Source: an optimization exercise on an open RTL-to-GDS flow (aim: low power). Production flows keep margins and buffers that such runs may drop. Function was checked by simulation only, so behaviour that the tests miss may differ from the original. No driver is modelled on the clock port, so clock power and skew are understated where the tree is cut down; a real chip needs a root buffer or a tree. Power figures rest on the tool's default switching activity, not on a simulated workload.

== build 51 ==
==> flow/design.v (excerpt) <==
module fifo #(
    parameter DATA_WIDTH = 16,
    parameter DEPTH = 64,
    parameter ALMOST_FULL_THRESH = 56,
    parameter ALMOST_EMPTY_THRESH = 8
)(
    input                   clk,
    input                   rst_n,
    input                   wr_en,
    input  [DATA_WIDTH-1:0] wr_data,
    input                   rd_en,
    output [DATA_WIDTH-1:0] rd_data,
    output                  full,
    output                  empty,
    output                  almost_full,
    output                  almost_empty,
    output                  overflow_err,
    output                  underflow_err,
    output [DATA_WIDTH-1:0] fifo_count
);
clock: 3.3 ns
lec_check: 0
cap_margin: 0
core_margin: 2
core_utilization: 60
place_density: 0.8
slew_margin: 0
standard.sh (not shown) runs the stock make flow with config.mk's settings and CLKGATE_MAP_FILE= SYNTH_SCRIPT=/design/flow/synth_recipe.tcl, a recipe that flattens the netlist after the stock synthesis.
==> flow/flow/run.sh <==
#!/bin/bash
# Standard layout (the standard.sh) with a custom clock tree: ORFS's cts step
# sources flow/custom_cts.tcl (PRE_CTS_TCL), which builds the tree and stands in
# for TritonCTS. Everything else is the standard flow.
set -euo pipefail
export PRE_CTS_TCL="$(pwd)/flow/custom_cts.tcl"
export CCTS_CLK=clk
export CCTS_LEAF_MAX=24
export CCTS_MID_MAX=6
bash standard.sh > standard.log 2>&1
==> flow/flow/custom_cts.tcl <==
# Custom clock tree, sourced by ORFS's cts step (PRE_CTS_TCL) before its call to
# clock_tree_synthesis, which it then replaces with a no-op.
# The flip-flops are split into compact groups of at most LEAF_MAX by recursive
# balanced bisection of their placement; each group gets a clkbuf_16 at its centre.
# The leaf buffers are grouped the same way (at most MID_MAX per group) up to one
# root buffer, which is the only cell the clock port drives.
set leaf_max [expr {[info exists ::env(CCTS_LEAF_MAX)] ? $::env(CCTS_LEAF_MAX) : 28}]
set mid_max  [expr {[info exists ::env(CCTS_MID_MAX)] ? $::env(CCTS_MID_MAX) : 6}]
set bufname  [expr {[info exists ::env(CCTS_BUF)] ? $::env(CCTS_BUF) : "sky130_fd_sc_hd__clkbuf_16"}]

set ::ccts_block [ord::get_db_block]
set ::ccts_master [[ord::get_db] findMaster $bufname]
set clk_net [$::ccts_block findNet $::env(CCTS_CLK)]

# items: list of {x y iterm}
proc ccts_split {items nparts} {
  if {$nparts <= 1} { return [list $items] }
  set xs [lmap it $items {lindex $it 0}]
  set ys [lmap it $items {lindex $it 1}]
  set dx [expr {[tcl::mathfunc::max {*}$xs] - [tcl::mathfunc::min {*}$xs]}]
  set dy [expr {[tcl::mathfunc::max {*}$ys] - [tcl::mathfunc::min {*}$ys]}]
  set key [expr {$dx >= $dy ? 0 : 1}]
  set sorted [lsort -real -index $key $items]
  set na [expr {$nparts / 2}]
  set nb [expr {$nparts - $na}]
  set n [llength $sorted]
  set cut [expr {int(round(double($n) * $na / $nparts))}]
  set a [lrange $sorted 0 [expr {$cut - 1}]]
  set b [lrange $sorted $cut end]
  return [concat [ccts_split $a $na] [ccts_split $b $nb]]
}

proc ccts_center {items} {
  set sx 0.0; set sy 0.0
  foreach it $items { set sx [expr {$sx + [lindex $it 0]}]; set sy [expr {$sy + [lindex $it 1]}] }
  set n [llength $items]
  return [list [expr {int($sx / $n)}] [expr {int($sy / $n)}]]
}

set ::ccts_count 0
proc ccts_add_buffer {level x y loads} {
  set name "ccts_${level}_$::ccts_count"
  incr ::ccts_count
  set inst [odb::dbInst_create $::ccts_block $::ccts_master $name]
  set net [odb::dbNet_create $::ccts_block "clknet_$name"]
  $net setSigType CLOCK
  [$inst findITerm X] connect $net
  foreach it $loads {
    set iterm [lindex $it 2]
    $iterm disconnect
    $iterm connect $net
  }
  set w [[$inst getMaster] getWidth]
  set h [[$inst getMaster] getHeight]
  $inst setLocation [expr {$x - $w / 2}] [expr {$y - $h / 2}]
  $inst setPlacementStatus PLACED
  return [list $x $y [$inst findITerm A]]
}

set sinks {}
foreach iterm [$clk_net getITerms] {
  set bb [[$iterm getInst] getBBox]
  lappend sinks [list [expr {([$bb xMin] + [$bb xMax]) / 2}] [expr {([$bb yMin] + [$bb yMax]) / 2}] $iterm]
}
puts "custom cts: [llength $sinks] sinks on [$clk_net getName]"

set level 0
set nodes $sinks
set maxn $leaf_max
while {[llength $nodes] > 1} {
  set ngroups [expr {int(ceil(double([llength $nodes]) / $maxn))}]
  set groups [ccts_split $nodes $ngroups]
  set next {}
  foreach g $groups {
    lassign [ccts_center $g] x y
    lappend next [ccts_add_buffer $level $x $y $g]
  }
  puts "custom cts: level $level: [llength $nodes] loads in [llength $groups] groups"
  set nodes $next
  set maxn $mid_max
  incr level
}
# the clock port now drives only the root buffer
[lindex $nodes 0 2] connect $clk_net
proc ::clock_tree_synthesis {args} { puts "custom clock tree already built; clock_tree_synthesis skipped" }
Build 51 | status: complete | timing, DRC, antenna: pass
Input-level comparison between build 71 and build 51:
diff --git a/flow/flow/run.sh b/flow/flow/run.sh
--- a/flow/flow/run.sh
+++ b/flow/flow/run.sh
@@ -8 +8 @@
-export CCTS_LEAF_MAX=24
+export CCTS_LEAF_MAX=28
@@ -9,0 +10,2 @@
+export CCTS_MID_BUF=sky130_fd_sc_hd__clkbuf_8
+export MIN_CLK_ROUTING_LAYER=met1
diff --git a/flow/flow/custom_cts.tcl b/flow/flow/custom_cts.tcl
--- a/flow/flow/custom_cts.tcl
+++ b/flow/flow/custom_cts.tcl
@@ -5 +5 @@
-# The leaf buffers are grouped the same way (at most MID_MAX per group) up to one
+# The leaf buffers are grouped (buffers CCTS_MID_BUF above the leaves) the same way (at most MID_MAX per group) up to one
@@ -12,0 +13,2 @@
+set midname [expr {[info exists ::env(CCTS_MID_BUF)] ? $::env(CCTS_MID_BUF) : $bufname}]
+set ::ccts_mid_master [[ord::get_db] findMaster $midname]
@@ -44 +46,2 @@
-  set inst [odb::dbInst_create $::ccts_block $::ccts_master $name]
+  set m [expr {$level == 0 ? $::ccts_master : $::ccts_mid_master}]
+  set inst [odb::dbInst_create $::ccts_block $m $name]
[summary]
- Layout-stage area growth over the synthesis result: build 71 < build 51
- Comparing build 51 against build 71, there is no change at all in area fraction in compound gates after synthesis.
- Relative to build 51, the fraction of power consumed by the clock network of build 71 is lower by 2.6 points.
- Build 71 against build 51: normalized max-slew margin now smaller, number of cells in the finished layout apart from fillers saw little to no change, proportion of synthesized area in mux cells essentially unchanged.
Changes in build 63 relative to build 71:
diff --git a/flow/flow/run.sh b/flow/flow/run.sh
--- a/flow/flow/run.sh
+++ b/flow/flow/run.sh
@@ -10,2 +9,0 @@
-export CCTS_MID_BUF=sky130_fd_sc_hd__clkbuf_8
-export MIN_CLK_ROUTING_LAYER=met1
diff --git a/flow/flow/custom_cts.tcl b/flow/flow/custom_cts.tcl
--- a/flow/flow/custom_cts.tcl
+++ b/flow/flow/custom_cts.tcl
@@ -5 +5 @@
-# The leaf buffers are grouped (buffers CCTS_MID_BUF above the leaves) the same way (at most MID_MAX per group) up to one
+# The leaf buffers are grouped the same way (at most MID_MAX per group) up to one
@@ -13,2 +12,0 @@
-set midname [expr {[info exists ::env(CCTS_MID_BUF)] ? $::env(CCTS_MID_BUF) : $bufname}]
-set ::ccts_mid_master [[ord::get_db] findMaster $midname]
@@ -46,2 +44 @@
-  set m [expr {$level == 0 ? $::ccts_master : $::ccts_mid_master}]
-  set inst [odb::dbInst_create $::ccts_block $m $name]
+  set inst [odb::dbInst_create $::ccts_block $::ccts_master $name]
==> comparison <==
- Build 63 vs build 71 — maximum single-stage delay on the critical path dropped 0.15 ns.
- Leakage power total of build 71 is on par with build 63.
- The routed length on met1 of build 63 falls short of that of build 71 by about 1.7%.
- Build 63 vs. build 71: mux cell area share after synthesis saw little to no change; areal power density over the cells saw an increase.
No run of this note takes its clock network from TritonCTS; it comes from the design's own scripts or RTL.

what the ideal ports hide:
How much do the figures lean on ideal ports? The routed layouts below were timed once more, with nothing changed but the port constraints.
Step 1 sets driving cells, clkbuf_16 on the clock port and buf_2 on the other inputs (assumed; they add their load-dependent delay and slew).
Step 2 moves the port delays by t, midway between the first and last clock arrival at a register: inputs arrive t later, outputs are due t later. That takes back most of the time a late clock gives input paths.
Three values: ideal ports, drivers, drivers and shift; two values: the first two.
run	shift t [ns]	slack for setup (ns)	hold WS [ns]	cell pins on the clock port's net
build 51	0.744	0.054 / -0.008 / 0.103	0.188 / 0.153 / 0.523	1
build 71	0.835	0.068 / 0.010 / 0.062	0.077 / 0.047 / 0.527	1
build 63	0.746	0.069 / 0.010 / 0.047	0.160 / 0.128 / 0.528	1
After both steps setup and hold are still met in every run listed. For build 63, which loses most, drivers alone change the setup slack by -0.059 ns; drivers and shift together by -0.022 ns.
